From an optimization exercise on the open Yosys and OpenROAD flow, aimed at small area, a short achievable clock period and few clock cycles per item; shortcuts taken in it are not production practice. In this exercise RTL edits were held to simulation tests only and were not proved equivalent to the original. Power figures rest on the tool's default switching activity, not on a simulated workload.

==> flow/design.v <==
module sqrt_mult_system (
    input clk_i,
    input rst_i,
    input start_i,
    input [7:0] a_bi,
    input [7:0] b_bi,
    output [15:0] result,
    output done
);
    function [3:0] isqrt;
        input [7:0] x;
        integer k;
        begin
            isqrt = 4'd0;
            for (k = 1; k < 16; k = k + 1)
                if (x >= k * k) isqrt = k;
        end
    endfunction
    wire [3:0] s = isqrt(b_bi);
    wire t_g1 = a_bi[1] & a_bi[0];
    wire t_p1 = a_bi[1] ^ a_bi[0];
    wire t_g2 = a_bi[2] & a_bi[1];
    wire t_p2 = a_bi[2] ^ a_bi[1];
    wire t_g3 = a_bi[3] & a_bi[2];
    wire t_p3 = a_bi[3] ^ a_bi[2];
    wire t_g4 = a_bi[4] & a_bi[3];
    wire t_p4 = a_bi[4] ^ a_bi[3];
    wire t_g5 = a_bi[5] & a_bi[4];
    wire t_p5 = a_bi[5] ^ a_bi[4];
    wire t_g6 = a_bi[6] & a_bi[5];
    wire t_p6 = a_bi[6] ^ a_bi[5];
    wire t_g7 = a_bi[7] & a_bi[6];
    wire t_p7 = a_bi[7] ^ a_bi[6];
    wire t_s0_1p = t_p1 & a_bi[0];
    wire t_s0_3g = t_g3 | (t_p3 & t_g2);
    wire t_s0_3p = t_p3 & t_p2;
    wire t_s0_5g = t_g5 | (t_p5 & t_g4);
    wire t_s0_5p = t_p5 & t_p4;
    wire t_s0_7g = t_g7 | (t_p7 & t_g6);
    wire t_s0_7p = t_p7 & t_p6;
    wire t_s1_2g = t_g2 | (t_p2 & t_g1);
    wire t_s1_2p = t_p2 & t_s0_1p;
    wire t_s1_3g = t_s0_3g | (t_s0_3p & t_g1);
    wire t_s1_3p = t_s0_3p & t_s0_1p;
    wire t_s1_6g = t_g6 | (t_p6 & t_s0_5g);
    wire t_s1_6p = t_p6 & t_s0_5p;
    wire t_s1_7g = t_s0_7g | (t_s0_7p & t_s0_5g);
    wire t_s1_7p = t_s0_7p & t_s0_5p;
    wire t_s2_4g = t_g4 | (t_p4 & t_s1_3g);
    wire t_s2_4p = t_p4 & t_s1_3p;
    wire t_s2_5g = t_s0_5g | (t_s0_5p & t_s1_3g);
    wire t_s2_5p = t_s0_5p & t_s1_3p;
    wire t_s2_6g = t_s1_6g | (t_s1_6p & t_s1_3g);
    wire t_s2_6p = t_s1_6p & t_s1_3p;
    wire t_s2_7g = t_s1_7g | (t_s1_7p & t_s1_3g);
    wire t_s2_7p = t_s1_7p & t_s1_3p;
    wire t_s3_8g = a_bi[7] & t_s2_7g;
    wire t_s3_8p = a_bi[7] & t_s2_7p;
    wire t_s2 = t_p2 ^ t_g1;
    wire t_s3 = t_p3 ^ t_s1_2g;
    wire t_s4 = t_p4 ^ t_s1_3g;
    wire t_s5 = t_p5 ^ t_s2_4g;
    wire t_s6 = t_p6 ^ t_s2_5g;
    wire t_s7 = t_p7 ^ t_s2_6g;
    wire t_s8 = a_bi[7] ^ t_s2_7g;
    wire c1 = b_bi >= 8'd1;
    wire c2 = b_bi >= 8'd4;
    wire c3 = b_bi >= 8'd9;
    wire c4 = b_bi >= 8'd16;
    wire c5 = b_bi >= 8'd25;
    wire c6 = b_bi >= 8'd36;
    wire c7 = b_bi >= 8'd49;
    wire c8 = b_bi >= 8'd64;
    wire c9 = b_bi >= 8'd81;
    wire c10 = b_bi >= 8'd100;
    wire c11 = b_bi >= 8'd121;
    wire c12 = b_bi >= 8'd144;
    wire c13 = b_bi >= 8'd169;
    wire c14 = b_bi >= 8'd196;
    wire c15 = b_bi >= 8'd225;
    wire le1 = (c1 & ~c2) | (c5 & ~c6) | (c9 & ~c10) | (c13 & ~c14);
    wire le2 = (c2 & ~c3) | (c6 & ~c7) | (c10 & ~c11) | (c14 & ~c15);
    wire le3 = (c3 & ~c4) | (c7 & ~c8) | (c11 & ~c12) | c15;
    wire he1 = c4 & ~c8;
    wire he2 = c8 & ~c12;
    wire lv0 = (le1 & a_bi[0]) | (le3 & a_bi[0]);
    wire lv1 = (le1 & a_bi[1]) | (le2 & a_bi[0]) | (le3 & t_p1);
    wire lv2 = (le1 & a_bi[2]) | (le2 & a_bi[1]) | (le3 & t_s2);
    wire lv3 = (le1 & a_bi[3]) | (le2 & a_bi[2]) | (le3 & t_s3);
    wire lv4 = (le1 & a_bi[4]) | (le2 & a_bi[3]) | (le3 & t_s4);
    wire lv5 = (le1 & a_bi[5]) | (le2 & a_bi[4]) | (le3 & t_s5);
    wire lv6 = (le1 & a_bi[6]) | (le2 & a_bi[5]) | (le3 & t_s6);
    wire lv7 = (le1 & a_bi[7]) | (le2 & a_bi[6]) | (le3 & t_s7);
    wire lv8 = (le2 & a_bi[7]) | (le3 & t_s8);
    wire lv9 = (le3 & t_s3_8g);
    wire hv0 = (he1 & a_bi[0]) | (c12 & a_bi[0]);
    wire hv1 = (he1 & a_bi[1]) | (he2 & a_bi[0]) | (c12 & t_p1);
    wire hv2 = (he1 & a_bi[2]) | (he2 & a_bi[1]) | (c12 & t_s2);
    wire hv3 = (he1 & a_bi[3]) | (he2 & a_bi[2]) | (c12 & t_s3);
    wire hv4 = (he1 & a_bi[4]) | (he2 & a_bi[3]) | (c12 & t_s4);
    wire hv5 = (he1 & a_bi[5]) | (he2 & a_bi[4]) | (c12 & t_s5);
    wire hv6 = (he1 & a_bi[6]) | (he2 & a_bi[5]) | (c12 & t_s6);
    wire hv7 = (he1 & a_bi[7]) | (he2 & a_bi[6]) | (c12 & t_s7);
    wire hv8 = (he2 & a_bi[7]) | (c12 & t_s8);
    wire hv9 = (c12 & t_s3_8g);
    wire f_g0 = lv2 & hv0;
    wire f_p0 = lv2 ^ hv0;
    wire f_g1 = lv3 & hv1;
    wire f_p1 = lv3 ^ hv1;
    wire f_g2 = lv4 & hv2;
    wire f_p2 = lv4 ^ hv2;
    wire f_g3 = lv5 & hv3;
    wire f_p3 = lv5 ^ hv3;
    wire f_g4 = lv6 & hv4;
    wire f_p4 = lv6 ^ hv4;
    wire f_g5 = lv7 & hv5;
    wire f_p5 = lv7 ^ hv5;
    wire f_g6 = lv8 & hv6;
    wire f_p6 = lv8 ^ hv6;
    wire f_g7 = lv9 & hv7;
    wire f_p7 = lv9 ^ hv7;
    wire f_s0_1g = f_g1 | (f_p1 & f_g0);
    wire f_s0_1p = f_p1 & f_p0;
    wire f_s0_3g = f_g3 | (f_p3 & f_g2);
    wire f_s0_3p = f_p3 & f_p2;
    wire f_s0_5g = f_g5 | (f_p5 & f_g4);
    wire f_s0_5p = f_p5 & f_p4;
    wire f_s0_7g = f_g7 | (f_p7 & f_g6);
    wire f_s0_7p = f_p7 & f_p6;
    wire f_s0_9p = hv9 & hv8;
    wire f_s1_2g = f_g2 | (f_p2 & f_s0_1g);
    wire f_s1_2p = f_p2 & f_s0_1p;
    wire f_s1_3g = f_s0_3g | (f_s0_3p & f_s0_1g);
    wire f_s1_3p = f_s0_3p & f_s0_1p;
    wire f_s1_6g = f_g6 | (f_p6 & f_s0_5g);
    wire f_s1_6p = f_p6 & f_s0_5p;
    wire f_s1_7g = f_s0_7g | (f_s0_7p & f_s0_5g);
    wire f_s1_7p = f_s0_7p & f_s0_5p;
    wire f_s2_4g = f_g4 | (f_p4 & f_s1_3g);
    wire f_s2_4p = f_p4 & f_s1_3p;
    wire f_s2_5g = f_s0_5g | (f_s0_5p & f_s1_3g);
    wire f_s2_5p = f_s0_5p & f_s1_3p;
    wire f_s2_6g = f_s1_6g | (f_s1_6p & f_s1_3g);
    wire f_s2_6p = f_s1_6p & f_s1_3p;
    wire f_s2_7g = f_s1_7g | (f_s1_7p & f_s1_3g);
    wire f_s2_7p = f_s1_7p & f_s1_3p;
    wire f_s3_8g = hv8 & f_s2_7g;
    wire f_s3_8p = hv8 & f_s2_7p;
    wire f_s3_9g = f_s0_9p & f_s2_7g;
    wire f_s3_9p = f_s0_9p & f_s2_7p;
    wire f_s1 = f_p1 ^ f_g0;
    wire f_s2 = f_p2 ^ f_s0_1g;
    wire f_s3 = f_p3 ^ f_s1_2g;
    wire f_s4 = f_p4 ^ f_s1_3g;
    wire f_s5 = f_p5 ^ f_s2_4g;
    wire f_s6 = f_p6 ^ f_s2_5g;
    wire f_s7 = f_p7 ^ f_s2_6g;
    wire f_s8 = hv8 ^ f_s2_7g;
    wire f_s9 = hv9 ^ f_s3_8g;
    wire [11:0] prod = {f_s9, f_s8, f_s7, f_s6, f_s5, f_s4, f_s3, f_s2, f_s1, f_p0, lv1, lv0};
    reg        done_r;
    reg [11:0] res_r;
    always @(posedge clk_i) begin
        done_r <= start_i & ~rst_i;
        res_r  <= prod;
    end
    assign result = {4'b0, res_r};
    assign done   = done_r;
endmodule
==> flow/flow/run.sh <==
#!/bin/bash
# Layout flow: the standard ORFS flow, with two changes.
#  1. Synthesis is ORFS's own script (with the standard flow's -nofsm -noshare wrapper,
#     flatten and renaming, as in synth_recipe.tcl), but ABC maps with the
#     script in flow/abc.script and full/half adder extraction can be skipped.
#  2. The port buffers inserted during placement are buf cells instead of
#     the slow clkdlybuf cells that buffer_ports picks by default.
# Settings come from flow/params.sh. Each tool's output goes to its own log.
set -euo pipefail
HERE=$(pwd)
source "$HERE/flow/params.sh"
export MY_ABC_SCRIPT="$HERE/flow/abc.script"
export MY_NOFA
export BUFFER_PORTS_ARGS="-buffer_cell $PORT_BUFFER"
sed "s#SYNTH_SCRIPT=[^ ]*#SYNTH_SCRIPT=$HERE/flow/synth.tcl#" standard.sh > my_standard.sh
bash my_standard.sh finish > flow_make.log 2>&1
==> flow/flow/abc.script <==
strash
dch
map -a
topo
stime -c
==> flow/flow/params.sh <==
MY_NOFA=1
PORT_BUFFER=sky130_fd_sc_hd__buf_2
==> flow/flow/synth.tcl <==
# synth_recipe.tcl with two hooks: abc runs flow/abc.script (MY_ABC_SCRIPT),
# and extract_fa is skipped when MY_NOFA is 1.
proc synth {args} { yosys synth -nofsm -noshare {*}$args }
proc abc {args} {
  set out {}
  set skip 0
  foreach a $args {
    if {$skip} { set skip 0; continue }
    if {$a eq "-script" || $a eq "-D"} { set skip 1; continue }
    lappend out $a
  }
  lappend out -script $::env(MY_ABC_SCRIPT)
  yosys abc {*}$out
}
if {$::env(MY_NOFA)} { proc extract_fa {args} {} }
source $::env(SCRIPTS_DIR)/synth.tcl
# left out here: clear keep_hierarchy, flatten, clean up, hide names made inside functions, write 1_2_yosys.v
==> flow/standard.sh <==
#!/bin/bash
# synth_recipe.tcl (not shown) runs the flow's synth.tcl, then flattens the netlist and writes it again
# the make line also repeats each setting of config.mk as NAME=value (left out here)
make -C /OpenROAD-flow-scripts/flow DESIGN_CONFIG=/design/flow/config.mk WORK_HOME=/design/flow/orfs CLKGATE_MAP_FILE= SYNTH_SCRIPT=/design/flow/synth_recipe.tcl "${@:-finish}"
==> flow/config.mk <==
export PLATFORM = sky130hd
export DESIGN_NAME = sqrt_mult_system
export DESIGN_NICKNAME = sqrt_mult_system
export VERILOG_FILES = /design/flow/design.v
export SDC_FILE = /design/flow/constraint.sdc
export NUM_CORES = 4
export LEC_CHECK = 0
export CAP_MARGIN = 20
export CORE_MARGIN = 2
export CORE_UTILIZATION = 40
export SLEW_MARGIN = 20
==> flow/constraint.sdc <==
create_clock -name core_clock -period 5.0 [get_ports {clk_i}]
set_input_delay 1.0000 -clock core_clock [delete_from_list [all_inputs] [get_ports {clk_i}]]
set_output_delay 1.0000 -clock core_clock [all_outputs]
set_load 0.01 [all_outputs]
==> results of run 1 <==
-- per-layer routing --
layer  track usage [%]  part of all wire [%]  vias to the layer above  wire (µm)
met3              1.53                   3.9                        5        110
met2              28.1                    45                       37       1270
met5                 0                     0                        -          0
li1                  -                     -                      757          -
met1              23.9                    49                      585       1400
met4              9.84                   2.0                        0         57
-- synth_stat cells (4+ instances only) --
library cell,count
o221ai_1,8
o22ai_1,8
o21ai_0,8
xor2_1,10
xnor2_1,5
dfxtp_1,13
buf_4,4
clkinv_1,37
a21oi_1,15
nand2_1,40
nor2_1,41
-- stage by stage --
step           power, mW  worst slack (ns)  area [µm²]  hold WS [ns]  utilization, %
6_report           0.425              1.44        1440         0.866            48.0
5_1_grt            0.468              1.10        1440         0.872            48.0
4_1_cts            0.428              1.47        1440         0.862            48.0
3_5_place_dp       0.365              1.18        1410          1.16            47.1
3_3_place_gp       0.366              1.15        1410          1.16            47.1
2_1_floorplan      0.300              1.74        1250          1.07               -
-- cells in the final DEF, fill, tap and decap left out, types with 4 or more instances in the layout --
| cell type | count |
|---|---|
| nor2_1 | 41 |
| nand2_1 | 40 |
| clkinv_1 | 37 |
| buf_2 | 31 |
| a21oi_1 | 15 |
| dfxtp_1 | 13 |
| xor2_1 | 10 |
| o22ai_1 | 8 |
| o221ai_1 | 8 |
| o21ai_0 | 8 |
| xnor2_1 | 5 |
| conb_1 | 4 |
-- flip-flops by register name, indices dropped and copies added, names as in the netlist --
| signal | flops |
|---|---|
| res_r | 12 |
| done_r | 1 |
-- final cells by class --
type                            count  area (µm²)
Clock buffer                        4        26.3
Fill cell                         327        1560
Inverter                           37         139
Multi-Input combinational cell    159         818
Sequential cell                    13         260
Tap cell                           33        41.3
Timing Repair Buffer               31         155
-- final timing paths --
path,from,endpoint,slack [ns],cells after the start
max,a_bi[1],res_r[11],1.44,18
min,rst_i,done_r,0.87,2
-- cells by family (layout without fill, tap and decap cells) --
logic type               Yosys count  after routing  share of synthesized area, %
flip-flops                        13             13                          21.1
AO/OA/AOI/OAI                     48             48                          24.3
buffers and inverters             41             72                          13.7
other                              1              4                         0.303
adder cells (fa/ha/maj)            1              1                         0.810
AND/OR/NAND/NOR                   91             91                          29.3
XOR/XNOR                          15             15                          10.6
-- power by group through the flow --
stage | Sequential, mW | Clock (mW) | Combinational (mW)
2_1_floorplan | 0.171 | 0 | 0.130
3_3_place_gp | 0.148 | 0 | 0.217
3_5_place_dp | 0.148 | 0 | 0.217
4_1_cts | 0.146 | 0.0656 | 0.217
5_1_grt | 0.151 | 0.0695 | 0.248
6_report | 0.146 | 0.0636 | 0.216
-- worst max-delay path, delay by kind of cell --
kind,cells,cell delay (ns)
compound gates,7,1.17
buf+inv,3,0.35
simple gates,8,1.23
==> results_dict.tcl, run 1 <==
set metrics [dict create \
    antenna_left 0 \
    synth_area_um2 1240 \
    grt_pass1_vias 1182 \
    crit_arrival_ns 3.76 \
    synthCells 210 \
    drt_iter0_drc 29 \
    peakVddDrop_uv 77.8 \
    root_buffer "clkbuf_4" \
    clockPowerShare_pct 15.0 \
    die_w_um 59.6 \
    die_y_um 59.6 \
    cp.required_ns 5.20 \
    routedWlPerCell_um 10.2 \
    finalCritPeriodShare_pct 71.2 \
    grt_remaining_overflow 0 \
    worst-slew-pin-transition_ns 0.655 \
    die_area_um2 3550 \
    yosysTopAreaCellShare_pct 21.1 \
    wirelength_um 2830 \
    synth_edf_count 0 \
    numClockSinks 13 \
    cts_max_level 1 \
    port_buffers 31 \
    synth.avg_cell_area_um2 5.89 \
    critPathCaptureType "register" \
    track_usage_pct 17.9 \
    synth.distinct_cells 22 \
    post-place-cells 273 \
    synth.area.top_cells "dfxtp_1 (21%), nor2_1 (12%), nand2_1 (12%)" \
    slowest_stage "or2_2" \
    vias 1384 \
    synth_top_cell_by_area "dfxtp_1" \
    firstDrtPassIters 4 \
    path_clk_slew_ns 0.07 \
    drc_errors 0 \
    grt_pass1_wl_um 4880 \
    p_sw_share_pct 39.9 \
    status "no timing/DRC/antenna violations" \
    ys_seq_area_share_pct 21.1 \
    dp_hpwl_um 2400 \
    crit_fanout 6 \
    stdcell_count 277 \
    p_comb_share_pct 50.8 \
    maxCapViolations 0 \
    period_needed_ns 3.56 \
    postCtsHoldBufs 0 \
    crit_chain "buf_2 -> clkinv_1 -> nor2_1 -> o22ai_1 -> or2_2 -> o21ai_0 -> nand2_1 -> clkinv_1 -> nor2_1 -> o22ai_1 -> o21ai_0 -> o21ai_0 -> nor2_1 -> nor2_1 -> nand4_1 -> o221ai_1 -> nand2_1 -> o21ai_0" \
    synth-main-ff-cell "dfxtp_1" \
    n_antenna_cell 0 \
    ys_ff_latch 13 \
    critical_path_class "primary input to register" \
    drive_gt1_share_pct 14.8 \
    holdCritPathClass "primary input to register" \
    ys_warn_count 1 \
    hold_violations 0 \
    post-cts-setup-buffer-count 0 \
    viasPerCell 5.00 \
    clock_path_buffers 2 \
    antenna_found_initial 0 \
    post_cts_resize_count 0 \
    globalplace.congestion 0.868 \
    slew_viol_final 0 \
    p_leak_nw 0.641 \
    cts_inserted_buffers 3 \
    crit_path_max_incr_delay_ns 0.33 \
    cp-start-kind "primary input" \
    power_frac_seq_pct 34.2 \
    power_density_nw_per_um2 295 \
    clock.fmax_mhz 281 \
    core_um2 3000 \
    relSlewSlack_pct 56.1 \
    initial_core_util_pct 41.2 \
    synthToLayoutAreaGrowth_pct 16.5 \
    setup_viol 0 \
    io_pins 36 \
    rows 20 \
    fin_nets 264 \
    p_int_mw 0.256 \
    cts_tree "done" \
    grt_setup_unrepaired "no" \
    power.switching_mw 0.170 \
    async_flop_share_pct 0 \
    grt_max_degree 9 \
    setup_tns_ns 0 \
]
Testbench counts, summed over its fixed seeds: cycles 8,000, items 4,000.
==> run 2, diff against run 1 <==
==> flow/flow/params.sh (replaced) <==
MY_NOFA=1
PORT_BUFFER=sky130_fd_sc_hd__buf_1
==> results_dict.tcl, run 2 <==
set metrics [dict create \
    status "no timing/DRC/antenna violations" \
    synthToLayoutAreaGrowth_pct 13.4 \
    crit_fanout 6 \
    die_area_um2 3550 \
    die_w_um 59.6 \
    async_flop_share_pct 0 \
    port_buffers 31 \
    grt_max_degree 9 \
    post-place-cells 273 \
    track_usage_pct 16.7 \
    fillers 342 \
    drc_errors 0 \
    post-cts-setup-buffer-count 0 \
    rows 20 \
    finalCritPeriodShare_pct 71.9 \
    cts_tree "done" \
    synth.area.top_cells "dfxtp_1 (21%), nor2_1 (12%), nand2_1 (12%)" \
    slew_viol_final 0 \
    numClockSinks 13 \
    synth_edf_count 0 \
    regMostFlops "res_r" \
    wirelength_um 2810 \
    fin_nets 264 \
    core_um2 3000 \
    path_clk_slew_ns 0.07 \
    synthCells 210 \
    fin_ws_ns 1.40 \
    period_needed_ns 3.60 \
    critPathCaptureType "register" \
    synth.distinct_cells 22 \
    die_y_um 59.6 \
    synth_area_um2 1240 \
    maxCapViolations 0 \
    setup_tns_ns 0 \
    crit_end "res_r[10]" \
    drive_gt1_share_pct 2.05 \
    synth_top_cell_by_area "dfxtp_1" \
    clock_path_buffers 2 \
    yosysTopAreaCellShare_pct 21.1 \
    cp-start-kind "primary input" \
    antenna_found_initial 0 \
    ys_ff_latch 13 \
    final_common_cell "nor2_1" \
    postCtsHoldBufs 0 \
    crit_arrival_ns 3.81 \
    relSlewSlack_pct 60.1 \
    root_buffer "clkbuf_4" \
    initial_core_util_pct 41.2 \
    mostFrequentLayoutCells "nor2_1 (41), nand2_1 (40), clkinv_1 (37)" \
    peakVddDrop_uv 73.7 \
    antenna_left 0 \
    viasPerCell 5.03 \
    dp_hpwl_um 2300 \
    critPathLaunch "a_bi[1]" \
    n_antenna_cell 0 \
    cp.required_ns 5.21 \
    clock.fmax_mhz 278 \
    power_density_nw_per_um2 295 \
    reg_top3 "res_r (12), done_r (1)" \
    globalplace.congestion 0.867 \
    p_leak_nw 0.554 \
    grt_pass1_vias 1113 \
    grt_remaining_overflow 0 \
    grt_pass1_wl_um 4630 \
    setup_viol 0 \
    hold_violations 0 \
    synth.avg_cell_area_um2 5.89 \
    hp-start "rst_i" \
    cts_max_level 1 \
    synthTopCellsByCount "nor2_1 (41), nand2_1 (40), clkinv_1 (37)" \
    drt_iter0_drc 26 \
    grt_setup_unrepaired "no" \
    largest_reg_flops 12 \
    synth.most_common_cell "nor2_1" \
    io_pins 36 \
    vias 1392 \
    min_path_cells 2 \
    cts_inserted_buffers 3 \
    critical_path_class "primary input to register" \
    ys_seq_area_share_pct 21.1 \
    ys_warn_count 1 \
    firstDrtPassIters 4 \
    holdCritPathClass "primary input to register" \
    routedWlPerCell_um 10.1 \
    post_cts_resize_count 0 \
    worst-slew-pin-transition_ns 0.596 \
    stdcell_count 277 \
    pre_cts_ws_ns 1.13 \
    synth-main-ff-cell "dfxtp_1" \
]
run 2: changes by cell type in the layout (fill, tap and decap cells not counted):
cell / change
buf_1: +31
buf_2: -31
run 2: logic make-up (layout without fill, tap and decap cells):
| group | Yosys count | in the layout | synth area share, % |
|---|---|---|---|
| compound gates | 48 | 48 | 24.3 |
| simple gates | 91 | 91 | 29.3 |
| flops | 13 | 13 | 21.1 |
| xor+xnor | 15 | 15 | 10.6 |
| fa+ha+maj | 1 | 1 | 0.810 |
| buf+inv | 41 | 72 | 13.7 |
| other cells | 1 | 4 | 0.303 |
run 2: report_power, final:
part | internal (mW) | total [mW] | leakage [nW] | switching, mW
registers | 0.140 | 0.147 | 0.109 | 0.00730
logic | 0.0736 | 0.204 | 0.429 | 0.130
clock network | 0.0310 | 0.0625 | 0.0150 | 0.0315
run 2: critical path, stage by stage:
cell and delay, ns:
buf_1 0.16, clkinv_1 0.20, nor2_1 0.22, o22ai_1 0.13
or2_2 0.33, o21ai_0 0.20, nand2_1 0.13, clkinv_1 0.09
nor2_1 0.06, o22ai_1 0.10, o21ai_0 0.12, o21ai_0 0.23
nor2_1 0.09, nor2_1 0.23, nand4_1 0.12, o221ai_1 0.24
xor2_1 0.16
run 2: layout make-up:
class / count / area (µm²) / area share [%]
multi-input combinational: 159 / 818 / 58.4
clock buffer: 4 / 26.3 / 1.88
sequential: 13 / 260 / 18.6
tap: 33 / 41.3 / 2.95
inverter: 37 / 139 / 9.91
timing repair buffer: 31 / 116 / 8.30
run 2: worst min path at each step:
stage,to
after floorplan,done_r
after global placement,done_r
after detailed placement,done_r
after CTS,done_r
after global routing,done_r
final,done_r
run 2: through the flow:
step	area (µm²)	power [mW]	utilization (%)	hold WS, ns
2_1_floorplan	1250	0.300	-	1.07
3_3_place_gp	1380	0.353	45.8	1.16
3_5_place_dp	1380	0.355	45.8	1.16
4_1_cts	1400	0.418	46.7	0.859
5_1_grt	1400	0.456	46.7	0.863
6_report	1400	0.413	46.7	0.866
run 2: per-layer routing:
metal  global-route usage (%)  wire (µm)  up-vias
li1                         -          -      763
met2                     26.7       1230       42
met3                    0.655        119        7
met4                     10.2         72        0
met5                        0          0        -
met1                     22.1       1390      580
==> run 3, diff against run 2 <==
--- a/flow/config.mk
+++ b/flow/config.mk
@@ -8,4 +8,5 @@
 export CAP_MARGIN = 20
 export CORE_MARGIN = 2
 export CORE_UTILIZATION = 40
+export SETUP_SLACK_MARGIN = 1.6
 export SLEW_MARGIN = 20
==> results_dict.tcl, run 3 <==
set metrics [dict create \
    antenna_left 0 \
    grt_max_degree 9 \
    p_leak_nw 0.642 \
    die_area_um2 3550 \
    synth_area_um2 1240 \
    globalplace.congestion 0.867 \
    wirelength_um 2890 \
    setup_tns_ns 0 \
    drc_errors 0 \
    synthCells 210 \
    critPathCaptureType "register" \
    antenna_found_initial 0 \
    peakVddDrop_uv 74.7 \
    clock.fmax_mhz 318 \
    clock_path_buffers 2 \
    cp-start-kind "primary input" \
    fin_nets 269 \
    critical_path_class "primary input to register" \
    yosysTopAreaCellShare_pct 21.1 \
    synth_edf_count 0 \
    reg_top3 "res_r (12), done_r (1)" \
    n_antenna_cell 0 \
    crit_fanout 5 \
    cts_max_level 1 \
    holdCritPathClass "primary input to register" \
    drt_iter0_drc 25 \
    synth.avg_cell_area_um2 5.89 \
    ys_ff_latch 13 \
    crit_buf_inv 5 \
    synthTopCellsByCount "nor2_1 (41), nand2_1 (40), clkinv_1 (37)" \
    numClockSinks 13 \
    status "no timing/DRC/antenna violations" \
    crit_path_max_incr_delay_ns 0.37 \
    port_buffers 31 \
    die_y_um 59.6 \
    maxCapViolations 0 \
    core_um2 3000 \
    cp_top_family "simple AND/OR/NAND/NOR gates" \
    grt_setup_unrepaired "no" \
    post-place-cells 273 \
    synthToLayoutAreaGrowth_pct 25.8 \
    synth_top_cell_by_area "dfxtp_1" \
    rows 20 \
    dp_hpwl_um 2300 \
    vias 1420 \
    grt_remaining_overflow 0 \
    mostFrequentLayoutCells "nand2_1 (37), nor2_1 (32), clkinv_1 (30)" \
    ys_warn_count 1 \
    crit_arrival_ns 3.31 \
    routedWlPerCell_um 10.2 \
    power_density_nw_per_um2 282 \
    stdcell_count 282 \
    slowest_stage "maj3_1" \
    postCtsHoldBufs 0 \
    ys_seq_area_share_pct 21.1 \
    setup_viol 0 \
    drive_gt1_share_pct 17.7 \
    final_common_cell "nand2_1" \
    crit_chain "clkbuf_2 -> clkinv_1 -> nor2_1 -> clkinv_1 -> nor3_2 -> clkinv_1 -> nand2_1 -> o211ai_1 -> nand2_1 -> o211ai_1 -> nand2_1 -> clkinv_1 -> maj3_1 -> nand2_1 -> nand3_1 -> nand4_1 -> a31oi_1 -> xor2_1" \
    cts_tree "done" \
    synth-main-ff-cell "dfxtp_1" \
    hold_violations 0 \
    largest_reg_flops 12 \
    regMostFlops "res_r" \
    grt_pass1_wl_um 4690 \
    slew_viol_final 0 \
    period_needed_ns 3.15 \
    synth.most_common_cell "nor2_1" \
    firstDrtPassIters 4 \
    final_util_pct 51.8 \
    synth.area.top_cells "dfxtp_1 (21%), nor2_1 (12%), nand2_1 (12%)" \
    grt_pass1_vias 1133 \
    cp.required_ns 5.16 \
    synth.distinct_cells 22 \
    io_pins 36 \
    initial_core_util_pct 41.2 \
    async_flop_share_pct 0 \
    root_buffer "clkbuf_4" \
    finalCritPeriodShare_pct 62.9 \
    track_usage_pct 16.9 \
    path_clk_slew_ns 0.07 \
    cts_inserted_buffers 3 \
    viasPerCell 5.04 \
    die_w_um 59.6 \
]
run 3: changes by cell type in the layout (fill, tap and decap cells not counted), sizes merged:
| cell | before | now |
|---|---|---|
| inv | 0 | 7 |
| buf | 31 | 27 |
| clkinv | 37 | 30 |
| clkbuf | 4 | 13 |
run 3: cell type report:
class | instances | area [µm²]
Fill cell | 323 | 1450
Multi-Input combinational cell | 159 | 916
Sequential cell | 13 | 260
Timing Repair Buffer | 36 | 168
Inverter | 37 | 144
Tap cell | 33 | 41.3
Clock buffer | 4 | 26.3
run 3: routing by layer:
| layer | wire [µm] | GRT usage [%] | part of all wire (%) |
|---|---|---|---|
| met2 | 1310 | 27.2 | 45 |
| met5 | 0 | 0 | 0 |
| met3 | 108 | 0.655 | 3.7 |
| met1 | 1400 | 22.1 | 48 |
| met4 | 74 | 10.2 | 2.6 |
run 3: what timing repair did:
item	CTS	global route
pin swaps	1	6
setup endpoints to repair	5	6
resized for setup	10	37
gates cloned	0	0
buffers inserted	1	4
run 3: per-stage QoR:
| step | area (µm²) | total power, mW | setup WS (ns) | hold WS [ns] |
|---|---|---|---|---|
| 2_1_floorplan | 1250 | 0.300 | 1.74 | 1.07 |
| 3_3_place_gp | 1380 | 0.353 | 1.15 | 1.16 |
| 3_5_place_dp | 1380 | 0.355 | 1.13 | 1.16 |
| 4_1_cts | 1430 | 0.423 | 1.61 | 0.859 |
| 5_1_grt | 1560 | 0.482 | 1.56 | 0.863 |
| 6_report | 1560 | 0.439 | 1.85 | 0.865 |
run 3: worst paths after layout:
check	startpoint	endpoint	cells after the start
max	b_bi[6]	res_r[9]	18
min	rst_i	done_r	2
run 3: kinds of logic after synthesis:
group | after synthesis | share of synthesized area (%)
other | 1 | 0.303
flip-flops | 13 | 21.1
adder cells (fa/ha/maj) | 1 | 0.810
XOR/XNOR | 15 | 10.6
buffers and inverters | 41 | 13.7
AO/OA/AOI/OAI | 48 | 24.3
AND/OR/NAND/NOR | 91 | 29.3
run 3: power breakdown:
group,internal (mW),total [mW],switching [mW]
Combinational,0.0868,0.229,0.142
Sequential,0.140,0.147,0.00730
Clock,0.0310,0.0627,0.0317
Total,0.257,0.439,0.181
==> run 4, diff against run 3 <==
--- a/flow/config.mk
+++ b/flow/config.mk
@@ -8,5 +8,5 @@
 export CAP_MARGIN = 20
 export CORE_MARGIN = 2
 export CORE_UTILIZATION = 40
-export SETUP_SLACK_MARGIN = 1.6
+export SETUP_SLACK_MARGIN = 2.0
 export SLEW_MARGIN = 20
==> results_dict.tcl, run 4 <==
set metrics [dict create \
    whs_endpoint "done_r" \
    globalplace.congestion 0.874 \
    reg_top3 "res_r (12), done_r (1)" \
    port_buffers 31 \
    cp.required_ns 5.17 \
    peakVddDrop_uv 95.5 \
    path_clk_slew_ns 0.07 \
    stdcell_count 304 \
    setup_viol 0 \
    root_buffer "clkbuf_4" \
    synthCells 210 \
    critical_path_class "primary input to register" \
    clock.fmax_mhz 337 \
    track_usage_pct 19.1 \
    p_int_mw 0.309 \
    p_comb_share_pct 60.8 \
    yosysTopAreaCellShare_pct 21.1 \
    synth.most_common_cell "nor2_1" \
    crit_arrival_ns 3.13 \
    io_pins 36 \
    post-place-cells 273 \
    grt_pass1_wl_um 5420 \
    ys_seq_area_share_pct 21.1 \
    timing.hold.ws_ns 0.875 \
    die_w_um 59.6 \
    power.switching_mw 0.224 \
    rows 20 \
    synth.distinct_cells 22 \
    grt_pass1_vias 1342 \
    slew_viol_final 0 \
    setup_tns_ns 0 \
    min_path_cells 2 \
    grt_max_degree 9 \
    hp-start "rst_i" \
    n_antenna_cell 0 \
    async_flop_share_pct 0 \
    antenna_found_initial 0 \
    power_density_nw_per_um2 259 \
    power_frac_seq_pct 27.5 \
    synth.avg_cell_area_um2 5.89 \
    status "no timing/DRC/antenna violations" \
    ys_warn_count 1 \
    p_leak_nw 0.894 \
    synth_area_um2 1240 \
    cts_max_level 1 \
    antenna_left 0 \
    power_mw 0.533 \
    mostFrequentLayoutCells "nand2_1 (28), buf_4 (28), nor2_1 (18), buf_1 (18), nor2_4 (14)" \
    wirelength_um 3840 \
    synth.area.top_cells "dfxtp_1 (21%), nor2_1 (12%), nand2_1 (12%)" \
    firstDrtPassIters 4 \
    synthToLayoutAreaGrowth_pct 66.7 \
    initial_core_util_pct 41.2 \
    viasPerCell 5.35 \
    period_needed_ns 2.96 \
    largest_reg_flops 12 \
    dp_hpwl_um 2420 \
    ys_ff_latch 13 \
    holdCritPathClass "primary input to register" \
    numClockSinks 13 \
    regMostFlops "res_r" \
    fillers 242 \
    clock_path_buffers 2 \
    die_y_um 59.6 \
    vias 1626 \
    grt_setup_unrepaired "yes" \
    drive_gt1_share_pct 49.8 \
    cts_inserted_buffers 3 \
    routedWlPerCell_um 12.6 \
    synthTopCellsByCount "nor2_1 (41), nand2_1 (40), clkinv_1 (37)" \
    fin_nets 291 \
    die_area_um2 3550 \
    drc_errors 0 \
    grt_remaining_overflow 0 \
    finalCritPeriodShare_pct 59.3 \
    synth_edf_count 0 \
    postCtsHoldBufs 0 \
    drt_iter0_drc 70 \
    maxCapViolations 0 \
    synth-main-ff-cell "dfxtp_1" \
    cts_tree "done" \
    synth_top_cell_by_area "dfxtp_1" \
    crit_fanout 5 \
    core_um2 3000 \
    final_util_pct 68.6 \
    p_sw_share_pct 42.0 \
    critPathCaptureType "register" \
    hold_violations 0 \
    clockPowerShare_pct 11.8 \
    cp-start-kind "primary input" \
]
run 4: cell counts after synthesis:
No cell type changed its count.
run 4: worst max path at each step:
stage	slack, ns	end	from	depth (start not counted)
5_1_grt	1.85	res_r[9]	b_bi[1]	19
3_5_place_dp	1.27	res_r[11]	a_bi[2]	20
6_report	2.04	res_r[9]	b_bi[2]	17
3_3_place_gp	1.24	res_r[11]	a_bi[0]	20
2_1_floorplan	1.97	res_r[9]	b_bi[1]	17
4_1_cts	2.00	res_r[11]	b_bi[6]	20
run 4: worst max-delay path: stages:
cell and delay [ns]:
buf_6 0.10, nor2_4 0.16, nand2_2 0.11, nand2_2 0.09
nor2_1 0.05, a31oi_1 0.18, nand3_2 0.17, nand2_1 0.13
o211ai_1 0.11, nand2_1 0.09, clkinv_2 0.07, maj3_2 0.31
nand2_2 0.07, nand3_2 0.07, nand4_1 0.12, a31oi_1 0.11
xor2_1 0.16
run 4: kinds of logic after synthesis:
group                    Yosys count  synth area share [%]
buffers and inverters             41                  13.7
other                              1                 0.303
XOR/XNOR                          15                  10.6
AND/OR/NAND/NOR                   91                  29.3
AO/OA/AOI/OAI                     48                  24.3
adder cells (fa/ha/maj)            1                 0.810
flip-flops                        13                  21.1
run 4: timing repair:
action,CTS,global route
pin swaps,11,33
setup buffers,12,15
resized for setup,54,86
setup endpoints to repair,7,6
run 4: per-stage QoR:
stage,setup WS (ns),instance area [µm²]
after floorplan,1.97,1300
after global placement,1.24,1430
after detailed placement,1.27,1430
after CTS,2.00,1690
after global routing,1.85,2060
final,2.04,2060
run 4: cell type report:
type                       instances  area (µm²)  area share (%)
clock buffer                       4        26.3            1.28
timing repair buffer              58         399            19.4
multi-input combinational        159        1150            55.7
inverter                          37         186            9.05
sequential                        13         260            12.6
tap                               33        41.3            2.00
run 4: power by group through the flow:
stage | Sequential, mW | Combinational (mW) | Clock [mW]
floorplan | 0.171 | 0.141 | 0
global placement | 0.150 | 0.219 | 0
detailed placement | 0.149 | 0.218 | 0
CTS | 0.147 | 0.253 | 0.0635
global route | 0.151 | 0.354 | 0.0683
finish | 0.146 | 0.324 | 0.0627
run 4: layer usage:
layer  track usage, %  vias up  wire length (µm)
met5                0        -                 0
met4             6.98        0                74
met3            0.655       10               186
li1                 -      814                 -
met1             24.3      735              1570
met2             34.1       67              2010
==> run 5, diff against run 4 <==
--- a/flow/config.mk
+++ b/flow/config.mk
@@ -8,5 +8,5 @@
 export CAP_MARGIN = 20
 export CORE_MARGIN = 2
 export CORE_UTILIZATION = 40
-export SETUP_SLACK_MARGIN = 2.0
+export SETUP_SLACK_MARGIN = 2.4
 export SLEW_MARGIN = 20
==> results_dict.tcl, run 5 <==
set metrics [dict create \
    ys_warn_count 1 \
    min_path_cells 2 \
    fin_nets 299 \
    crit_buf_inv 2 \
    drive_gt1_share_pct 49.5 \
    critPathLaunch "b_bi[2]" \
    slew_viol_final 0 \
    path_clk_slew_ns 0.07 \
    core_um2 3000 \
    synthMuxAreaShare_pct 0 \
    antenna_left 0 \
    grt_pass1_wl_um 6070 \
    postCtsHoldBufs 0 \
    crit_chain "clkbuf_2 -> nor2_2 -> nand2_1 -> nand2_1 -> nor2_1 -> a31oi_2 -> nand3_2 -> nand2_1 -> o211ai_1 -> nand2_1 -> clkinv_2 -> maj3_2 -> nand2_2 -> nand3_4 -> nand4_1 -> a31oi_1 -> xor2_1" \
    grt_max_degree 9 \
    stdcell_count 312 \
    synth.distinct_cells 22 \
    largest_reg_flops 12 \
    drt_iter0_drc 46 \
    numClockSinks 13 \
    n_antenna_cell 0 \
    async_flop_share_pct 0 \
    hp-start "rst_i" \
    synth-main-ff-cell "dfxtp_1" \
    cp_top_family "simple AND/OR/NAND/NOR gates" \
    cts_inserted_buffers 3 \
    status "no timing/DRC/antenna violations" \
    slowest_stage "maj3_2" \
    track_usage_pct 22.2 \
    peakVddDrop_uv 93.8 \
    synth_compound_area_share_pct 24.3 \
    hold_violations 0 \
    synth_edf_count 0 \
    fin_ws_ns 1.90 \
    io_pins 36 \
    cp-start-kind "primary input" \
    synth-adder-area-share_pct 0.810 \
    cts_tree "done" \
    synth.area.top_cells "dfxtp_1 (21%), nor2_1 (12%), nand2_1 (12%)" \
    root_buffer "clkbuf_4" \
    final_cell_area_um2 2150 \
    synth_xor_area_share_pct 10.6 \
    antenna_found_initial 0 \
    initial_core_util_pct 41.2 \
    maxCapViolations 0 \
    setup_viol 0 \
    final_common_cell "buf_4" \
    routedWlPerCell_um 13.4 \
    final_util_pct 71.6 \
    holdCritPathClass "primary input to register" \
    die_w_um 59.6 \
    dp_hpwl_um 2370 \
    post-place-cells 273 \
    die_y_um 59.6 \
    clock_path_buffers 2 \
    synth.most_common_cell "nor2_1" \
    wirelength_um 4190 \
    viasPerCell 5.32 \
    synthTopCellsByCount "nor2_1 (41), nand2_1 (40), clkinv_1 (37)" \
    power_density_nw_per_um2 260 \
    finalCritPeriodShare_pct 61.9 \
    seqCellArea_um2 260 \
    crit_fanout 4 \
    rows 20 \
    yosysTopAreaCellShare_pct 21.1 \
    mostFrequentLayoutCells "buf_4 (35), nand2_1 (29), nor2_1 (20)" \
    whs_endpoint "done_r" \
    synthSimpleGateAreaFrac_pct 29.3 \
    multi_input_area_um2 1150 \
    grt_pass1_vias 1470 \
    synthCells 210 \
    setup_tns_ns 0 \
    clock.fmax_mhz 323 \
    regMostFlops "res_r" \
    fillers 263 \
    synth.avg_cell_area_um2 5.89 \
    drc_errors 0 \
    pre_cts_ws_ns 1.38 \
    cts_max_level 1 \
    die_area_um2 3550 \
    p_leak_nw 0.937 \
    grt_setup_unrepaired "yes" \
    port_buffers 31 \
    firstDrtPassIters 4 \
    critical_path_class "primary input to register" \
    power_mw 0.558 \
    crit_arrival_ns 3.27 \
    cp.required_ns 5.17 \
    critPathCaptureType "register" \
    ys_seq_area_share_pct 21.1 \
    cp_common_cell "nand2_1" \
    ys_ff_latch 13 \
    synth_top_family_by_area "simple AND/OR/NAND/NOR gates" \
    synth_area_um2 1240 \
    period_needed_ns 3.10 \
    synthToLayoutAreaGrowth_pct 73.9 \
    timing.hold.ws_ns 0.859 \
    vias 1659 \
    reg_top3 "res_r (12), done_r (1)" \
    synth_top_cell_by_area "dfxtp_1" \
    grt_remaining_overflow 0 \
    crit_path_max_incr_delay_ns 0.31 \
    place_area_um2 1490 \
    globalplace.congestion 0.877 \
]
[run 5: cell counts after synthesis]
Identical to the previous run, type by type.
[run 5: metal layers]
metal | part of all wire [%] | vias up | wire [µm] | global-route usage [%]
met5 | 0 | - | 0 | 0
met2 | 54 | 73 | 2260 | 40.0
met3 | 4.9 | 11 | 204 | 1.97
li1 | - | 827 | - | -
met4 | 2.4 | 0 | 99 | 11.4
met1 | 39 | 748 | 1630 | 25.7
[run 5: report_power, final]
part	switching [mW]	leakage, nW	internal [mW]
logic	0.195	0.812	0.151
registers	0.00723	0.109	0.140
clock network	0.0347	0.0150	0.0311
total	0.237	0.937	0.321
[run 5: kinds of logic (layout without fill, tap and decap cells)]
logic type / count (synthesis) / after routing
flip-flops: 13 / 13
AND/OR/NAND/NOR: 91 / 91
other: 1 / 4
XOR/XNOR: 15 / 15
adder cells (fa/ha/maj): 1 / 1
buffers and inverters: 41 / 107
AO/OA/AOI/OAI: 48 / 48
[run 5: timing repair]
action                     4_1_cts  5_1_grt
pin swaps                       26       36
setup buffers                   24       11
setup endpoints to repair        9        8
gates resized for setup         65       50
[run 5: cell type report]
| type | count | area share, % |
|---|---|---|
| multi-input combinational | 159 | 53.3 |
| clock buffer | 4 | 1.22 |
| sequential | 13 | 12.1 |
| inverter | 37 | 9.78 |
| tap | 33 | 1.92 |
| timing repair buffer | 66 | 21.7 |
[run 5: worst max path at each step]
stage | slack (ns) | to | cells after the start
after floorplan | 1.97 | res_r[9] | 17
after global placement | 1.35 | res_r[11] | 20
after detailed placement | 1.38 | res_r[10] | 18
after CTS | 2.09 | res_r[10] | 17
after global routing | 1.78 | res_r[9] | 14
final | 1.90 | res_r[9] | 17
==> run 6, diff against run 5 <==
==> flow/flow/abc.script (replaced) <==
strash
dch
map
topo
stime -c
--- a/flow/config.mk
+++ b/flow/config.mk
@@ -8,5 +8,4 @@
 export CAP_MARGIN = 20
 export CORE_MARGIN = 2
 export CORE_UTILIZATION = 40
-export SETUP_SLACK_MARGIN = 2.4
 export SLEW_MARGIN = 20
==> results_dict.tcl, run 6 <==
set metrics [dict create \
    status "no timing/DRC/antenna violations" \
    grt_setup_unrepaired "no" \
    globalplace.congestion 0.910 \
    die_y_um 67.7 \
    synth.distinct_cells 31 \
    postCtsHoldBufs 0 \
    routedWlPerCell_um 12.7 \
    async_flop_share_pct 0 \
    initial_core_util_pct 41.2 \
    stdcell_count 358 \
    cp.depth 10 \
    antenna_left 0 \
    fin_ws_ns 1.23 \
    p_int_mw 0.276 \
    synthCells 274 \
    vias 2009 \
    grt_pass1_wl_um 7380 \
    largest_reg_flops 12 \
    power_frac_seq_pct 29.6 \
    synth_top_cell_by_area "dfxtp_1" \
    hold_violations 0 \
    critPathCaptureType "register" \
    yosysTopAreaCellShare_pct 16.0 \
    post-cts-setup-buffer-count 0 \
    critPathLaunch "b_bi[4]" \
    peakVddDrop_uv 70.8 \
    drive_gt1_share_pct 5.52 \
    relSlewSlack_pct 44.6 \
    final_cell_area_um2 1830 \
    synth_edf_count 0 \
    maxCapViolations 0 \
    synth_area_um2 1620 \
    p_leak_nw 0.714 \
    timing.hold.ws_ns 0.913 \
    io_pins 36 \
    cp-start-kind "primary input" \
    place_area_um2 1780 \
    regMostFlops "res_r" \
    viasPerCell 5.61 \
    synth.area.top_cells "dfxtp_1 (16%), nand2_1 (15%), nand3_1 (7.7%)" \
    fin_nets 328 \
    mostFrequentLayoutCells "nand2_1 (67), buf_1 (31), nor2_1 (26)" \
    synth-main-ff-cell "dfxtp_1" \
    reg_top3 "res_r (12), done_r (1)" \
    path_clk_slew_ns 0.05 \
    n_antenna_cell 0 \
    finalCritPeriodShare_pct 75.4 \
    numClockSinks 13 \
    dp_hpwl_um 3660 \
    synthToLayoutAreaGrowth_pct 12.6 \
    root_buffer "clkbuf_8" \
    ys_warn_count 1 \
    ys_ff_latch 13 \
    grt_pass1_vias 1602 \
    cp_top_family "compound AO/OA/AOI/OAI gates" \
    synthTopCellsByCount "nand2_1 (67), nor2_1 (26), clkinv_1 (25), nand3_1 (25), o21ai_0 (19)" \
    period_needed_ns 3.77 \
    cts_inserted_buffers 3 \
    synth.avg_cell_area_um2 5.93 \
    power.switching_mw 0.203 \
    die_area_um2 4590 \
    setup_tns_ns 0 \
    port_buffers 31 \
    ys_seq_area_share_pct 16.0 \
    crit_arrival_ns 3.88 \
    die_w_um 67.7 \
    track_usage_pct 21.0 \
    holdCritPathClass "primary input to register" \
    antenna_found_initial 0 \
    clock.fmax_mhz 265 \
    slew_viol_final 0 \
    synth.most_common_cell "nand2_1" \
    wirelength_um 4540 \
    critical_path_class "primary input to register" \
    pre_cts_ws_ns 1.06 \
    final_common_cell "nand2_1" \
    slowest_stage "o211ai_1" \
    setup_viol 0 \
    crit_path_max_incr_delay_ns 0.76 \
    post-place-cells 354 \
    crit_end "res_r[11]" \
    core_um2 3940 \
    drt_iter0_drc 93 \
    grt_remaining_overflow 0 \
    firstDrtPassIters 4 \
    clockPowerShare_pct 18.5 \
    crit_chain "buf_1 -> nor2_1 -> a21oi_1 -> o211ai_1 -> o21ai_0 -> a31oi_1 -> nor2_1 -> a31oi_1 -> o21ai_0 -> o2bb2ai_1" \
    rows 23 \
    clock_path_buffers 2 \
    cts_tree "done" \
    cp.required_ns 5.11 \
    crit_buf_inv 1 \
    p_comb_share_pct 51.9 \
    grt_max_degree 12 \
    worst-slew-pin-transition_ns 0.827 \
    post_cts_resize_count 0 \
    cts_max_level 1 \
    crit_fanout 11 \
    power_density_nw_per_um2 262 \
    p_sw_share_pct 42.4 \
    drc_errors 0 \
]
==> run 6: cell count changes after synthesis, moves of 4 or more <==
cell      previous run  this run
nand2_1             40        67
nand4_1              3        14
o2111a_1             0         5
nand3_1              3        25
nor2_1              41        26
a31o_2               0         4
o21ai_0              8        19
xor2_1              10         5
clkinv_1            37        25
xnor2_1              5         0
o221ai_1             8         1
a31oi_1              2        10
==> run 6: layer usage <==
| metal | global-route usage, % | wire length (µm) | vias up |
|---|---|---|---|
| met5 | 0 | 0 | - |
| met4 | 7.14 | 40 | 0 |
| met3 | 1.00 | 207 | 4 |
| met2 | 35.0 | 2060 | 52 |
| met1 | 28.6 | 2230 | 883 |
| li1 | - | - | 1070 |
==> run 6: stage by stage <==
stage               util, %  power (mW)
floorplan                 -       0.322
global placement       45.3       0.389
detailed placement     45.3       0.390
CTS                    46.4       0.481
global route           46.4       0.530
finish                 46.4       0.479
==> run 6: worst min path at each step <==
stage | from | endpoint | slack (ns) | cells after the start
finish | rst_i | done_r | 0.91 | 2
global route | rst_i | done_r | 0.94 | 2
CTS | rst_i | done_r | 0.91 | 2
detailed placement | rst_i | done_r | 1.16 | 2
global placement | rst_i | done_r | 1.15 | 2
floorplan | rst_i | done_r | 1.07 | 1
==> run 6: power by group through the flow <==
stage / combinational, mW / sequential, mW / clock, mW
global route: 0.284 / 0.147 / 0.0991
global placement: 0.244 / 0.144 / 0
CTS: 0.247 / 0.142 / 0.0922
finish: 0.249 / 0.142 / 0.0888
floorplan: 0.160 / 0.162 / 0
detailed placement: 0.245 / 0.144 / 0
==> run 6: area by class of cell <==
cell class	instances	area, µm²
Fill cell	452	2110
Multi-Input combinational cell	235	1250
Sequential cell	13	260
Timing Repair Buffer	31	116
Inverter	25	93.8
Tap cell	50	62.6
Clock buffer	4	45.0
==> run 6: kinds of logic (layout without fill, tap and decap cells) <==
kind of cell / Yosys count / after routing / synth area share, %
buf+inv: 29 / 60 / 7.63
xor+xnor: 5 / 5 / 2.70
other cells: 1 / 4 / 0.231
simple gates: 142 / 142 / 39.0
flops: 13 / 13 / 16.0
compound gates: 84 / 84 / 34.4
==> run 7, diff against run 6 <==
==> flow/flow/abc.script (replaced) <==
strash
dch
map -a
topo
stime -c
--- a/flow/config.mk
+++ b/flow/config.mk
@@ -8,4 +8,5 @@
 export CAP_MARGIN = 20
 export CORE_MARGIN = 2
 export CORE_UTILIZATION = 40
+export SETUP_SLACK_MARGIN = 1.8
 export SLEW_MARGIN = 20
==> results_dict.tcl, run 7 <==
set metrics [dict create \
    regMostFlops "res_r" \
    numClockSinks 13 \
    die_y_um 59.6 \
    final_common_cell "nand2_1" \
    slew_viol_final 0 \
    critical_path_class "primary input to register" \
    slowest_stage "maj3_2" \
    crit_arrival_ns 3.23 \
    hp-start "rst_i" \
    period_needed_ns 3.08 \
    seqCellArea_um2 260 \
    path_clk_slew_ns 0.07 \
    fillers 302 \
    grt_max_degree 9 \
    synth_area_um2 1240 \
    status "no timing/DRC/antenna violations" \
    critPathCaptureType "register" \
    synth_edf_count 0 \
    core_um2 3000 \
    min_path_cells 2 \
    wirelength_um 3180 \
    initial_core_util_pct 41.2 \
    grt_remaining_overflow 0 \
    synthCells 210 \
    synthToLayoutAreaGrowth_pct 41.0 \
    antenna_left 0 \
    drt_iter0_drc 42 \
    cp-start-kind "primary input" \
    rows 20 \
    cts_inserted_buffers 3 \
    p_comb_share_pct 56.5 \
    p_leak_nw 0.753 \
    peakVddDrop_uv 108 \
    drive_gt1_share_pct 34.8 \
    power_mw 0.478 \
    synth.avg_cell_area_um2 5.89 \
    hold_violations 0 \
    cp_common_cell "nand2_1" \
    timing.hold.ws_ns 0.873 \
    vias 1466 \
    grt_pass1_vias 1137 \
    power_frac_seq_pct 30.6 \
    yosysTopAreaCellShare_pct 21.1 \
    setup_tns_ns 0 \
    p_sw_share_pct 41.9 \
    clock.fmax_mhz 324 \
    crit_fanout 5 \
    cts_max_level 1 \
    cp_top_family "simple AND/OR/NAND/NOR gates" \
    crit_path_max_incr_delay_ns 0.33 \
    ys_warn_count 1 \
    io_pins 36 \
    fin_nets 276 \
    setup_viol 0 \
    largest_reg_flops 12 \
    synth.distinct_cells 22 \
    routedWlPerCell_um 11.0 \
    synthTopCellsByCount "nor2_1 (41), nand2_1 (40), clkinv_1 (37)" \
    reg_top3 "res_r (12), done_r (1)" \
    mostFrequentLayoutCells "nand2_1 (35), nor2_1 (25), buf_1 (20)" \
    cp.required_ns 5.15 \
    grt_pass1_wl_um 4910 \
    clockPowerShare_pct 12.9 \
    grt_setup_unrepaired "no" \
    postCtsHoldBufs 0 \
    globalplace.congestion 0.863 \
    dp_hpwl_um 2340 \
    firstDrtPassIters 4 \
    die_area_um2 3550 \
    clock_path_buffers 2 \
    power_density_nw_per_um2 274 \
    root_buffer "clkbuf_4" \
    antenna_found_initial 0 \
    synth.most_common_cell "nor2_1" \
    crit_chain "buf_2 -> inv_2 -> nor2_2 -> clkinv_2 -> nor3_2 -> inv_2 -> nand2_1 -> o211ai_1 -> buf_4 -> nand2_1 -> o211ai_1 -> nand2_1 -> clkinv_1 -> maj3_2 -> nand2_1 -> nand3_2 -> nand2_2 -> o221ai_4 -> xor2_1" \
    maxCapViolations 0 \
    finalCritPeriodShare_pct 61.6 \
    synth-main-ff-cell "dfxtp_1" \
    die_w_um 59.6 \
    synth.area.top_cells "dfxtp_1 (21%), nor2_1 (12%), nand2_1 (12%)" \
    p_int_mw 0.278 \
    n_antenna_cell 0 \
    port_buffers 31 \
    crit_buf_inv 6 \
    ys_seq_area_share_pct 21.1 \
    whs_endpoint "done_r" \
    synth_top_cell_by_area "dfxtp_1" \
    ys_ff_latch 13 \
    power.switching_mw 0.200 \
    drc_errors 0 \
    holdCritPathClass "primary input to register" \
    viasPerCell 5.07 \
    track_usage_pct 17.4 \
    async_flop_share_pct 0 \
    multi_input_area_um2 1030 \
    cts_tree "done" \
]
-- run 7: cell families (layout without fill, tap and decap cells) --
logic type,Yosys count,in the layout,synth area share [%]
compound gates,48,48,24.3
xor+xnor,15,15,10.6
fa+ha+maj,1,1,0.810
buf+inv,41,84,13.7
flops,13,13,21.1
other cells,1,4,0.303
simple gates,91,91,29.3
-- run 7: power groups by stage --
stage	sequential (mW)	clock, mW	combinational [mW]
floorplan	0.171	0	0.133
global placement	0.149	0	0.209
detailed placement	0.149	0	0.208
CTS	0.146	0.0654	0.221
global route	0.151	0.0710	0.301
finish	0.146	0.0618	0.270
-- run 7: stage by stage --
| stage | std cells | utilization, % | area (µm²) | setup slack [ns] |
|---|---|---|---|---|
| 6_report | 289 | 58.0 | 1740 | 1.92 |
| 5_1_grt | 289 | 58.0 | 1740 | 1.73 |
| 4_1_cts | 278 | 49.8 | 1490 | 1.80 |
| 3_5_place_dp | 273 | 46.2 | 1390 | 1.16 |
| 3_3_place_gp | 273 | 46.2 | 1390 | 1.11 |
| 2_1_floorplan | 213 | - | 1260 | 1.82 |
-- run 7: metal layers --
metal	vias to the layer above	GRT usage, %	share of wire (%)
met2	45	26.2	45
met4	0	3.81	0.72
li1	786	-	-
met5	-	0	0
met3	4	2.18	4.6
met1	631	26.1	49
-- run 7: how the worst max path moves through the flow --
stage | cells after the start | to | startpoint
detailed placement | 20 | res_r[11] | a_bi[2]
floorplan | 16 | res_r[10] | a_bi[1]
CTS | 17 | res_r[9] | b_bi[1]
global route | 18 | res_r[9] | b_bi[0]
global placement | 18 | res_r[11] | a_bi[2]
finish | 19 | res_r[10] | b_bi[7]
-- run 7: layout make-up --
class	count	share of cell area, %
Clock buffer	4	1.51
Inverter	37	8.83
Multi-Input combinational cell	159	59.4
Sequential cell	13	14.9
Tap cell	33	2.37
Timing Repair Buffer	43	13.0
-- run 7: repair_timing --
action / 4_1_cts / 5_1_grt
hold endpoints to repair: 0 / 0
buffers inserted: 1 / 11
resized for setup: 30 / 62
setup endpoints to repair: 6 / 6
pin swaps: 4 / 21
==> run 8, diff against run 7 <==
==> flow/flow/abc.script (replaced) <==
strash
dch
map -D 2000
topo
stime -c
==> results_dict.tcl, run 8 <==
set metrics [dict create \
    synthToLayoutAreaGrowth_pct 43.7 \
    port_buffers 31 \
    hold_violations 0 \
    cp_top_family "simple AND/OR/NAND/NOR gates" \
    wirelength_um 3400 \
    die_w_um 59.8 \
    synthCells 201 \
    synth_top_cell_by_area "dfxtp_1" \
    routedWlPerCell_um 11.9 \
    power_mw 0.489 \
    place_area_um2 1400 \
    numClockSinks 13 \
    globalplace.congestion 0.840 \
    grt_pass1_vias 1234 \
    drc_errors 0 \
    synth.most_common_cell "nand2_1" \
    synth.distinct_cells 25 \
    cts_tree "done" \
    mostFrequentLayoutCells "nand2_1 (36), nor2_1 (20), buf_1 (20)" \
    slowest_stage "or2_4" \
    grt_pass1_wl_um 5180 \
    antenna_left 0 \
    grt_setup_unrepaired "no" \
    period_needed_ns 3.10 \
    drive_gt1_share_pct 34.5 \
    setup_tns_ns 0 \
    maxCapViolations 0 \
    grt_max_degree 10 \
    io_pins 36 \
    path_clk_slew_ns 0.07 \
    firstDrtPassIters 4 \
    crit_chain "buf_4 -> clkinvlp_4 -> nor2_4 -> nand3_1 -> nand4_1 -> o211ai_1 -> buf_4 -> a22oi_2 -> a21o_2 -> and2_4 -> nand2_1 -> nand2_2 -> nand2_2 -> nand3_2 -> nand2_4 -> or2_4 -> a31oi_4 -> xor2_1" \
    cts_max_level 1 \
    crit_end "res_r[9]" \
    synth.avg_cell_area_um2 6.19 \
    ys_seq_area_share_pct 20.9 \
    cp.depth 18 \
    synth.area.top_cells "dfxtp_1 (21%), nand2_1 (12%), nor2_1 (9.7%)" \
    crit_buf_inv 3 \
    crit_path_max_incr_delay_ns 0.26 \
    status "no timing/DRC/antenna violations" \
    root_buffer "clkbuf_4" \
    yosysTopAreaCellShare_pct 20.9 \
    final_util_pct 59.5 \
    fin_ws_ns 1.90 \
    die_area_um2 3570 \
    track_usage_pct 18.2 \
    pre_cts_ws_ns 1.02 \
    n_antenna_cell 0 \
    fin_nets 272 \
    clock_path_buffers 2 \
    synthTopCellsByCount "nand2_1 (41), nor2_1 (32), clkinv_1 (23)" \
    core_um2 3000 \
    finalCritPeriodShare_pct 62.1 \
    cp.required_ns 5.20 \
    critPathCaptureType "register" \
    power_density_nw_per_um2 274 \
    drt_iter0_drc 37 \
    crit_fanout 5 \
    holdCritPathClass "primary input to register" \
    largest_reg_flops 12 \
    initial_core_util_pct 41.4 \
    p_leak_nw 0.753 \
    clock.fmax_mhz 322 \
    async_flop_share_pct 0 \
    regMostFlops "res_r" \
    slew_viol_final 0 \
    final_common_cell "nand2_1" \
    synth_area_um2 1240 \
    synth-main-ff-cell "dfxtp_1" \
    critPathLaunch "b_bi[5]" \
    viasPerCell 5.26 \
    peakVddDrop_uv 96.8 \
    setup_viol 0 \
    cts_inserted_buffers 3 \
    die_y_um 59.8 \
    cp-start-kind "primary input" \
    ys_ff_latch 13 \
    dp_hpwl_um 2360 \
    reg_top3 "res_r (12), done_r (1)" \
    vias 1500 \
    antenna_found_initial 0 \
    synth_edf_count 0 \
    postCtsHoldBufs 0 \
    final_cell_area_um2 1790 \
    ys_warn_count 1 \
    crit_arrival_ns 3.30 \
    critical_path_class "primary input to register" \
    grt_remaining_overflow 0 \
    rows 20 \
]
-- run 8: cell count changes in the layout (fill, tap and decap cells not counted), moves of 3 or more --
| cell | delta |
|---|---|
| a22oi_1 | +5 |
| a21oi_1 | -5 |
| o21ai_0 | +7 |
| and2_4 | +3 |
| nor2_4 | -3 |
| nand3_1 | +3 |
| inv_2 | -9 |
| nor2_1 | -5 |
| clkinv_1 | -4 |
| buf_4 | +8 |
-- run 8: cell families (layout without fill, tap and decap cells) --
kind of cell / after synthesis / in the layout / share of synthesized area (%)
other: 1 / 4 / 0.302
DFF: 13 / 13 / 20.9
buffers and inverters: 27 / 75 / 9.36
xor gates and xnor gates: 17 / 17 / 12.0
and+or+nand+nor: 89 / 89 / 29.7
AOI/OAI and AO/OA: 54 / 54 / 27.8
-- run 8: what timing repair did --
action / 4_1_cts / 5_1_grt
pin swaps: 4 / 20
endpoints found under the setup margin: 6 / 5
buffers inserted: 6 / 11
gates resized for setup: 23 / 57
-- run 8: worst min-delay path by stage --
stage           from  cells past startpoint     end
3_5_place_dp   rst_i                      2  done_r
3_3_place_gp   rst_i                      2  done_r
2_1_floorplan  rst_i                      1  done_r
6_report       rst_i                      2  done_r
4_1_cts        rst_i                      2  done_r
5_1_grt        rst_i                      2  done_r
-- run 8: stage by stage --
step	hold slack (ns)	std cells
floorplan	1.07	204
global placement	1.16	264
detailed placement	1.16	264
CTS	0.877	274
global route	0.900	285
finish	0.879	285
-- run 8: cell type report --
class,instances,area [µm²]
clock buffers,4,26.3
fillers,299,1220
inverters,23,100
multi-input cells,164,1090
flip-flops and latches,13,260
well taps,33,41.3
repair buffers,48,265
-- run 8: report_power, final --
| part | switching (mW) | internal [mW] | leakage, nW |
|---|---|---|---|
| clock | 0.0300 | 0.0309 | 0.0150 |
| combinational | 0.163 | 0.119 | 0.629 |
| sequential | 0.00716 | 0.140 | 0.109 |
-- run 8: per-layer routing --
layer | part of all wire (%) | track usage [%] | routed length (µm) | vias up
li1 | - | - | - | 785
met1 | 46 | 24.0 | 1550 | 674
met2 | 50 | 31.1 | 1700 | 37
met3 | 3.0 | 1.08 | 102 | 4
met4 | 1.3 | 6.67 | 45 | 0
met5 | 0 | 0 | 0 | -
==> run 9, diff against run 8 <==
--- a/flow/config.mk
+++ b/flow/config.mk
@@ -8,5 +8,5 @@
 export CAP_MARGIN = 20
 export CORE_MARGIN = 2
 export CORE_UTILIZATION = 40
-export SETUP_SLACK_MARGIN = 1.8
+export SETUP_SLACK_MARGIN = 1.4
 export SLEW_MARGIN = 20
==> results_dict.tcl, run 9 <==
set metrics [dict create \
    synth_area_um2 1240 \
    vias 1401 \
    synth-main-ff-cell "dfxtp_1" \
    post-place-cells 265 \
    globalplace.congestion 0.855 \
    hold_violations 0 \
    crit_chain "buf_1 -> clkinv_1 -> a21oi_4 -> clkinv_1 -> nand2_1 -> nand3_2 -> a22oi_2 -> a21o_2 -> and2_2 -> nand2_1 -> nand2_1 -> nand2_1 -> nand3_1 -> nand2_1 -> or2_2 -> a31oi_1 -> xor2_1" \
    ys_seq_area_share_pct 20.9 \
    finalCritPeriodShare_pct 66.6 \
    grt_pass1_vias 1120 \
    numClockSinks 13 \
    crit_arrival_ns 3.53 \
    synthSimpleGateAreaFrac_pct 29.7 \
    crit_fanout 7 \
    grt_setup_unrepaired "yes" \
    setup_viol 0 \
    clockPowerShare_pct 14.0 \
    synth_xor_area_share_pct 12.0 \
    maxCapViolations 0 \
    whs_endpoint "done_r" \
    synthToLayoutAreaGrowth_pct 20.2 \
    root_buffer "clkbuf_4" \
    crit_path_max_incr_delay_ns 0.32 \
    clock_path_buffers 2 \
    p_comb_share_pct 51.5 \
    peakVddDrop_uv 72.4 \
    grt_max_degree 10 \
    cts_inserted_buffers 3 \
    mostFrequentLayoutCells "nand2_1 (41), nor2_1 (27), buf_1 (27)" \
    antenna_found_initial 0 \
    drt_iter0_drc 29 \
    critPathCaptureType "register" \
    largest_reg_flops 12 \
    slew_viol_final 0 \
    viasPerCell 5.19 \
    port_buffers 31 \
    power_mw 0.428 \
    grt_pass1_wl_um 4660 \
    firstDrtPassIters 4 \
    antenna_left 0 \
    p_sw_share_pct 40.6 \
    holdCritPathClass "primary input to register" \
    fin_ws_ns 1.67 \
    cp.required_ns 5.20 \
    ys_ff_latch 13 \
    regMostFlops "res_r" \
    n_antenna_cell 0 \
    synth.distinct_cells 25 \
    synth-adder-area-share_pct 0 \
    die_w_um 59.8 \
    fillers 308 \
    p_leak_nw 0.604 \
    synth.avg_cell_area_um2 6.19 \
    synth.area.top_cells "dfxtp_1 (21%), nand2_1 (12%), nor2_1 (9.7%)" \
    setup_tns_ns 0 \
    slowest_stage "or2_2" \
    critical_path_class "primary input to register" \
    yosysTopAreaCellShare_pct 20.9 \
    track_usage_pct 16.5 \
    status "no timing/DRC/antenna violations" \
    synth_compound_area_share_pct 27.8 \
    async_flop_share_pct 0 \
    clock.fmax_mhz 300 \
    rows 20 \
    ys_warn_count 1 \
    synth_top_family_by_area "simple AND/OR/NAND/NOR gates" \
    pre_cts_ws_ns 0.803 \
    drc_errors 0 \
    stdcell_count 270 \
    cts_max_level 1 \
    hp-start "rst_i" \
    drive_gt1_share_pct 14.3 \
    core_um2 3000 \
    synthCells 201 \
    io_pins 36 \
    synth.most_common_cell "nand2_1" \
    routedWlPerCell_um 10.8 \
    power.switching_mw 0.174 \
    synth_top_cell_by_area "dfxtp_1" \
    synthTopCellsByCount "nand2_1 (41), nor2_1 (32), clkinv_1 (23)" \
    reg_top3 "res_r (12), done_r (1)" \
    wirelength_um 2920 \
    fin_nets 257 \
    power_density_nw_per_um2 286 \
    grt_remaining_overflow 0 \
    synthMuxAreaShare_pct 0 \
    cp_common_cell "nand2_1" \
    initial_core_util_pct 41.4 \
    cts_tree "done" \
    die_area_um2 3570 \
    cp-start-kind "primary input" \
    dp_hpwl_um 2330 \
    period_needed_ns 3.33 \
    min_path_cells 2 \
    path_clk_slew_ns 0.07 \
    p_int_mw 0.254 \
    die_y_um 59.8 \
    synth_edf_count 0 \
    power_frac_seq_pct 34.5 \
    final_common_cell "nand2_1" \
]
-- run 9: cell counts after synthesis --
No cell type changed its count.
-- run 9: metal layers --
metal  GRT usage, %  vias to the layer above  part of all wire [%]
li1               -                      747                     -
met1           22.9                      610                    46
met2           27.5                       40                    48
met3          0.649                        4                   3.9
met4           4.76                        0                   1.7
met5              0                        -                     0
-- run 9: power groups by stage --
stage	clock, mW	sequential, mW	combinational, mW
4_1_cts	0.0631	0.149	0.210
2_1_floorplan	0	0.171	0.131
5_1_grt	0.0671	0.152	0.252
3_5_place_dp	0	0.151	0.208
3_3_place_gp	0	0.150	0.209
6_report	0.0599	0.148	0.220
-- run 9: repair_timing --
item	4_1_cts	5_1_grt
resized for setup	3	23
endpoints found under the setup margin	5	5
pin swaps	0	1
hold buffers	0	0
buffers inserted	0	1
-- run 9: worst max-delay path by stage --
stage          slack, ns  cells after the start  endpoint     from
6_report            1.67                     17  res_r[9]  b_bi[6]
5_1_grt             1.35                     17  res_r[9]  a_bi[3]
4_1_cts             1.40                     16  res_r[9]  b_bi[2]
3_5_place_dp        0.80                     17  res_r[9]  b_bi[6]
3_3_place_gp        0.90                     17  res_r[9]  b_bi[6]
2_1_floorplan       1.53                     16  res_r[9]  b_bi[6]
-- run 9: critical path, delay by kind of cell --
family | cells | cell delay [ns]
buffers and inverters | 3 | 0.53
AND/OR/NAND/NOR | 9 | 1.13
AO/OA/AOI/OAI | 4 | 0.74
XOR/XNOR | 1 | 0.15
-- run 9: final cells by class --
cell class | instances | area [µm²] | share of cell area [%]
multi-input combinational | 164 | 941 | 62.9
sequential | 13 | 260 | 17.4
timing repair buffer | 33 | 136 | 9.12
inverter | 23 | 90.1 | 6.03
tap | 33 | 41.3 | 2.76
clock buffer | 4 | 26.3 | 1.76
-- run 9: stage by stage --
| stage | utilization, % | instance area, µm² | hold slack, ns |
|---|---|---|---|
| after floorplan | - | 1250 | 1.07 |
| after global placement | 46.3 | 1390 | 1.15 |
| after detailed placement | 46.3 | 1390 | 1.16 |
| after CTS | 47.5 | 1430 | 0.872 |
| after global routing | 49.8 | 1500 | 0.900 |
| final | 49.8 | 1500 | 0.879 |
-- run 9: cell families (layout without fill, tap and decap cells) --
family          after synthesis  in the layout
buf+inv                      27             60
compound gates               54             54
flops                        13             13
other cells                   1              4
xor+xnor                     17             17
simple gates                 89             89

Check on run 9: ideal ports give 1.668 ns setup slack; a clkbuf_16 on the clock port and buf_2 on the inputs give 1.668 ns; moving port delays by the midpoint clock arrival (0.282 ns) as well gives 1.385 ns.
